What follows belongs to an exercise in optimizing a design on an open flow for small area, a short achievable clock period and few clock cycles; a production flow would make more cautious choices. Power and IR drop assume default switching activity.

==> flow/design.v <==
package calc_pkg;
    typedef struct packed {
        logic on;
        logic off;
        logic mem_rc;
        logic mem_sub;
        logic mem_add;
        logic op_percent;
        logic op_sqrt;
        logic op_div;
        logic op_mul;
        logic op_sub;
        logic op_add;
        logic op_eq;
        logic dot;
        logic num_1;
        logic num_2;
        logic num_3;
        logic num_4;
        logic num_5;
        logic num_6;
        logic num_7;
        logic num_8;
        logic num_9;
        logic num_0;
    } buttons_t;
    typedef enum logic [4:0] {
        B_NONE,          
        B_ON,            
        B_OFF,           
        B_MEM_RC,        
        B_MEM_SUB,       
        B_MEM_ADD,       
        B_OP_PERCENT,    
        B_OP_SQRT,       
        B_OP_DIV,        
        B_OP_MUL,        
        B_OP_SUB,        
        B_OP_ADD,        
        B_OP_EQ,         
        B_DOT,           
        B_NUM_1,         
        B_NUM_2,         
        B_NUM_3,         
        B_NUM_4,         
        B_NUM_5,         
        B_NUM_6,         
        B_NUM_7,         
        B_NUM_8,         
        B_NUM_9,         
        B_NUM_0,         
        B_UNKNOWN        
    } active_button_t;
    function automatic logic isNumberButton(active_button_t active_button);
        isNumberButton = ((active_button >= calc_pkg::B_NUM_1) && (active_button <= calc_pkg::B_NUM_0));
    endfunction
    function automatic logic isOpButton(active_button_t active_button);
        isOpButton = ((active_button >= calc_pkg::B_OP_DIV) && (active_button <= calc_pkg::B_OP_ADD));
    endfunction
    function automatic logic isEqButton(active_button_t active_button);
        isEqButton = (active_button == calc_pkg::B_OP_EQ);
    endfunction
    function automatic logic isDotButton(active_button_t active_button);
        isDotButton = (active_button == calc_pkg::B_DOT);
    endfunction
    typedef logic [3:0] bcd_t;
    function automatic logic [6:0] bcd2segments(bcd_t bcd);
        unique case (bcd)
            4'd0: bcd2segments = 7'b1111110;
            4'd1: bcd2segments = 7'b0110000;
            4'd2: bcd2segments = 7'b1101101;
            4'd3: bcd2segments = 7'b1111001;
            4'd4: bcd2segments = 7'b0110011;
            4'd5: bcd2segments = 7'b1011011;
            4'd6: bcd2segments = 7'b1011111;
            4'd7: bcd2segments = 7'b1110000;
            4'd8: bcd2segments = 7'b1111111;
            4'd9: bcd2segments = 7'b1111011;
            default: bcd2segments = 7'bxxxxxxx;
        endcase
    endfunction
    typedef enum logic [1:0] {
        OP_NONE,
        OP_ADD,
        OP_MUL,
        OP_DIV
    } op_t;
    function automatic op_t button2op(active_button_t active_button);
        unique case (active_button)
            calc_pkg::B_OP_DIV: button2op = calc_pkg::OP_DIV;
            calc_pkg::B_OP_MUL: button2op = calc_pkg::OP_MUL;
            calc_pkg::B_OP_SUB: button2op = calc_pkg::OP_ADD;
            calc_pkg::B_OP_ADD: button2op = calc_pkg::OP_ADD;
            default: button2op = calc_pkg::OP_NONE;
        endcase
    endfunction
    function automatic bcd_t button2bcd(active_button_t active_button);
        unique case (active_button)
            calc_pkg::B_NUM_1: button2bcd = 1;
            calc_pkg::B_NUM_2: button2bcd = 2;
            calc_pkg::B_NUM_3: button2bcd = 3;
            calc_pkg::B_NUM_4: button2bcd = 4;
            calc_pkg::B_NUM_5: button2bcd = 5;
            calc_pkg::B_NUM_6: button2bcd = 6;
            calc_pkg::B_NUM_7: button2bcd = 7;
            calc_pkg::B_NUM_8: button2bcd = 8;
            calc_pkg::B_NUM_9: button2bcd = 9;
            calc_pkg::B_NUM_0: button2bcd = 0;
            default: button2bcd = 0;
        endcase
    endfunction
    parameter NumDigits = 8;
    typedef logic unsigned [$clog2(NumDigits)-1:0] exponent_t;
    typedef struct packed {
        logic error;
        logic sign;
        exponent_t exponent;
        bcd_t [NumDigits-1:0] significand;
    } num_t;
    function automatic num_t neg(num_t num);
        neg = num;
        neg.sign = !num.sign;
    endfunction
endpackage
module alu_add (
    input   logic           clk_i,
    input   logic           rst_i,
    input   logic [36:0]    left_i,      
    input   logic [36:0]    right_i,     
    output  logic           in_ready_o,
    input   logic           in_valid_i,
    output  logic [36:0]    result_o,    
    input   logic           out_ready_i,
    output  logic           out_valid_o
);
function automatic logic [3:0] c9(input logic [3:0] y, input logic en);
    c9 = {en ? ~(y[3] | y[2] | y[1]) : y[3], y[2] ^ (en & y[1]), y[1], y[0] ^ en};
endfunction
function automatic logic [3:0] dinc(input logic [3:0] r, input logic c);
    dinc = c ? {(r[3] & ~r[0]) | (r[2] & r[1] & r[0]), r[2] ^ (r[1] & r[0]), (r[1] ^ r[0]) & ~r[3], ~r[0]} : r;
endfunction
logic [31:0] sa, sb, big, sml, sml_sh;
logic [2:0]  ea, eb, er, d;
logic        ga, gb, a_ge, g_big, g_sml, sub;
assign sa = left_i[31:0];
assign sb = right_i[31:0];
assign ea = left_i[34:32];
assign eb = right_i[34:32];
assign ga = left_i[35];
assign gb = right_i[35];
assign a_ge   = (ea >= eb);
assign d      = a_ge ? (ea - eb) : (eb - ea);
assign er     = a_ge ? ea : eb;
assign big    = a_ge ? sa : sb;
assign sml    = a_ge ? sb : sa;
assign g_big  = a_ge ? ga : gb;
assign g_sml  = a_ge ? gb : ga;
assign sub    = ga ^ gb;
assign sml_sh = sml >> {d, 2'b00};
logic [3:0] r0 [8];
logic [4:0] z  [8];
logic [7:0] g, p;
always_comb begin
    for (int i = 0; i < 8; i++) begin
        z[i] = 5'(big[4*i +: 4]) + 5'(c9(sml_sh[4*i +: 4], sub));
        g[i] = z[i][4] | (z[i][3] & (z[i][2] | z[i][1]));
        p[i] = ~z[i][4] & z[i][3] & ~z[i][2] & ~z[i][1] & z[i][0];
        r0[i] = g[i] ? {z[i][3] ^ (z[i][2] | z[i][1]), ~(z[i][2] ^ z[i][1]), ~z[i][1], z[i][0]} : z[i][3:0];
    end
end
logic [8:0] c0, c1;
logic [7:0] gg [4];
logic [7:0] pp [4];
always_comb begin
    gg[0] = g; pp[0] = p;
    for (int l = 0; l < 3; l++) begin
        for (int i = 0; i < 8; i++) begin
            if (i >= (1 << l)) begin
                gg[l+1][i] = gg[l][i] | (pp[l][i] & gg[l][i - (1 << l)]);
                pp[l+1][i] = pp[l][i] & pp[l][i - (1 << l)];
            end else begin
                gg[l+1][i] = gg[l][i];
                pp[l+1][i] = pp[l][i];
            end
        end
    end
    c0[0] = 1'b0;
    c1[0] = 1'b1;
    for (int i = 0; i < 8; i++) begin
        c0[i+1] = gg[3][i];
        c1[i+1] = gg[3][i] | pp[3][i];
    end
end
logic        cy, inc;
logic [31:0] s;
assign cy  = c0[8];
assign inc = sub & cy;
always_comb
    for (int i = 0; i < 8; i++)
        s[4*i +: 4] = dinc(r0[i], c0[i] | (inc & c1[i]));
logic        valid_q;
logic [31:0] s_q;
logic [2:0]  er_q;
logic        sgn_q, cy_q, sub_q;
assign in_ready_o  = !valid_q || out_ready_i;
assign out_valid_o = valid_q;
always_ff @(posedge clk_i) begin
    if (rst_i)
        valid_q <= 1'b0;
    else if (in_ready_o)
        valid_q <= in_valid_i;
end
always_ff @(posedge clk_i) begin
    if (in_ready_o) begin
        s_q   <= s;
        er_q  <= er;
        sgn_q <= sub ? (cy ? g_big : g_sml) : ga;
        cy_q  <= cy;
        sub_q <= sub;
    end
end
logic        neg, shr;
logic [31:0] m;
assign neg = sub_q & ~cy_q;
assign shr = ~sub_q & cy_q;
always_comb
    for (int i = 0; i < 8; i++)
        m[4*i +: 4] = c9(s_q[4*i +: 4], neg);
logic [31:0] n4, n2, n1;
logic [2:0]  e4, e2, e1;
always_comb begin
    n4 = m; e4 = er_q;
    if (er_q[2] && m[31:16] == 16'd0) begin
        n4 = {m[15:0], 16'd0};
        e4 = {1'b0, er_q[1:0]};
    end
    n2 = n4; e2 = e4;
    if (e4 >= 3'd2 && n4[31:24] == 8'd0) begin
        n2 = {n4[23:0], 8'd0};
        e2 = e4 - 3'd2;
    end
    n1 = n2; e1 = e2;
    if (e2 != 3'd0 && n2[31:28] == 4'd0) begin
        n1 = {n2[27:0], 4'd0};
        e1 = e2 - 3'd1;
    end
end
assign result_o = shr ? {er_q == 3'd7, sgn_q, er_q + 3'd1, 4'd1, m[31:4]}
                      : {1'b0, sgn_q & (m != 32'd0), e1, n1};
endmodule
Settings: LEC_CHECK=0, CAP_MARGIN=20, CORE_MARGIN=2, CORE_UTILIZATION=40, SETUP_SLACK_MARGIN=3.5, SLEW_MARGIN=20; clock period 10.0 ns.
standard.sh (not shown) runs the stock make flow with config.mk's settings and CLKGATE_MAP_FILE= SYNTH_SCRIPT=/design/flow/synth_recipe.tcl, a recipe that flattens the netlist after the stock synthesis.
==> flow/flow/run.sh <==
#!/bin/bash
# Standard ORFS layout, with ports buffered by buf_1 cells instead of clkdlybuf4s50_1.
set -euo pipefail
bash standard.sh 'BUFFER_PORTS_ARGS=-buffer_cell sky130_fd_sc_hd__buf_1' finish > standard.log 2>&1
The starting point finished clean.
Rerun with:
Settings changed: ABC_CLOCK_PERIOD_IN_PS from default to 7000, SETUP_SLACK_MARGIN 3.5 to 2.
First-iteration DRC count decreases by 7.8%.
Sequential cell count does not change.
Combinational power fell by about 30%.
Cell area went down by 22%.
Power shrinks by 25%.
Critical path depth rises by 4.
Cell count decreases by 9.2%.
Synthesized cell count stays the same.
Worst setup slack loses 0.53 ns.
Rerun with:
Settings changed: ABC_CLOCK_PERIOD_IN_PS 7000 to 6000, SETUP_SLACK_MARGIN 2 to 3.
Effect: Synthesized area stays the same. Critical path depth fell by 3. Count of clock-buffer cells in the layout fell by 1. Design area rose by about 17%. Final cell count rose by 6.2%. Via count rose by about 7%.
Rerun with:
==> flow/run.sh (new file) <==
#!/bin/bash
# synth_recipe.tcl (not shown) runs the flow's synth.tcl, then flattens the netlist and writes it again
# the make line also repeats each setting of config.mk as NAME=value (left out here)
make -C /OpenROAD-flow-scripts/flow DESIGN_CONFIG=/design/flow/config.mk WORK_HOME=/design/flow/orfs CLKGATE_MAP_FILE= SYNTH_SCRIPT=/design/flow/synth_recipe.tcl finish
Settings changed: ABC_CLOCK_PERIOD_IN_PS 6000 to default, SETUP_SLACK_MARGIN 3 to default.
removed: flow/flow/run.sh
removed: flow/standard.sh
Fmax shrinks by about a fifth.
Combinational power fell by about a fifth.
Sequential power rises by a few percent.
Power fell by roughly a tenth.
Setup slack gets worse by 2.0 ns.
Worst hold slack gains 0.26 ns.
Routed wire length shrinks by roughly a tenth.
Function was not checked in any run of this note: the RTL went through the layout flow alone.

==> what the ideal ports hide <==
How much do the figures lean on ideal ports? The routed layouts below were timed once more, with nothing changed but the port constraints.
Step 1, drivers: a clkbuf_16 drives clk_i and a buf_2 each remaining input, both assumed.
Step 2 times the ports against the registers' clock, not the clock port: input delays grow and output delays shrink by t, the midpoint of the rising clock arrivals with the driver on.
a / b / c = ideal / step 1 / step 2; a / b = the first two.
| run | t (ns) | slack for setup (ns) | hold slack, ns |
|---|---|---|---|
| the first run | 0.309 | 2.894 / 2.884 / 2.575 | 1.152 / 1.152 / 1.152 |
| the second run | 0.317 | 2.368 / 2.380 / 2.064 | 1.146 / 1.146 / 1.146 |
| the third run | 0.314 | 3.039 / 3.031 / 2.717 | 0.889 / 0.889 / 0.889 |
| the fourth run | 0.312 | 1.042 / 1.050 / 0.738 | 1.148 / 1.148 / 1.148 |
After both steps setup and hold are still met in every run listed. For the third run, which loses most, drivers alone change the setup slack by -0.008 ns; drivers and shift together by -0.322 ns.
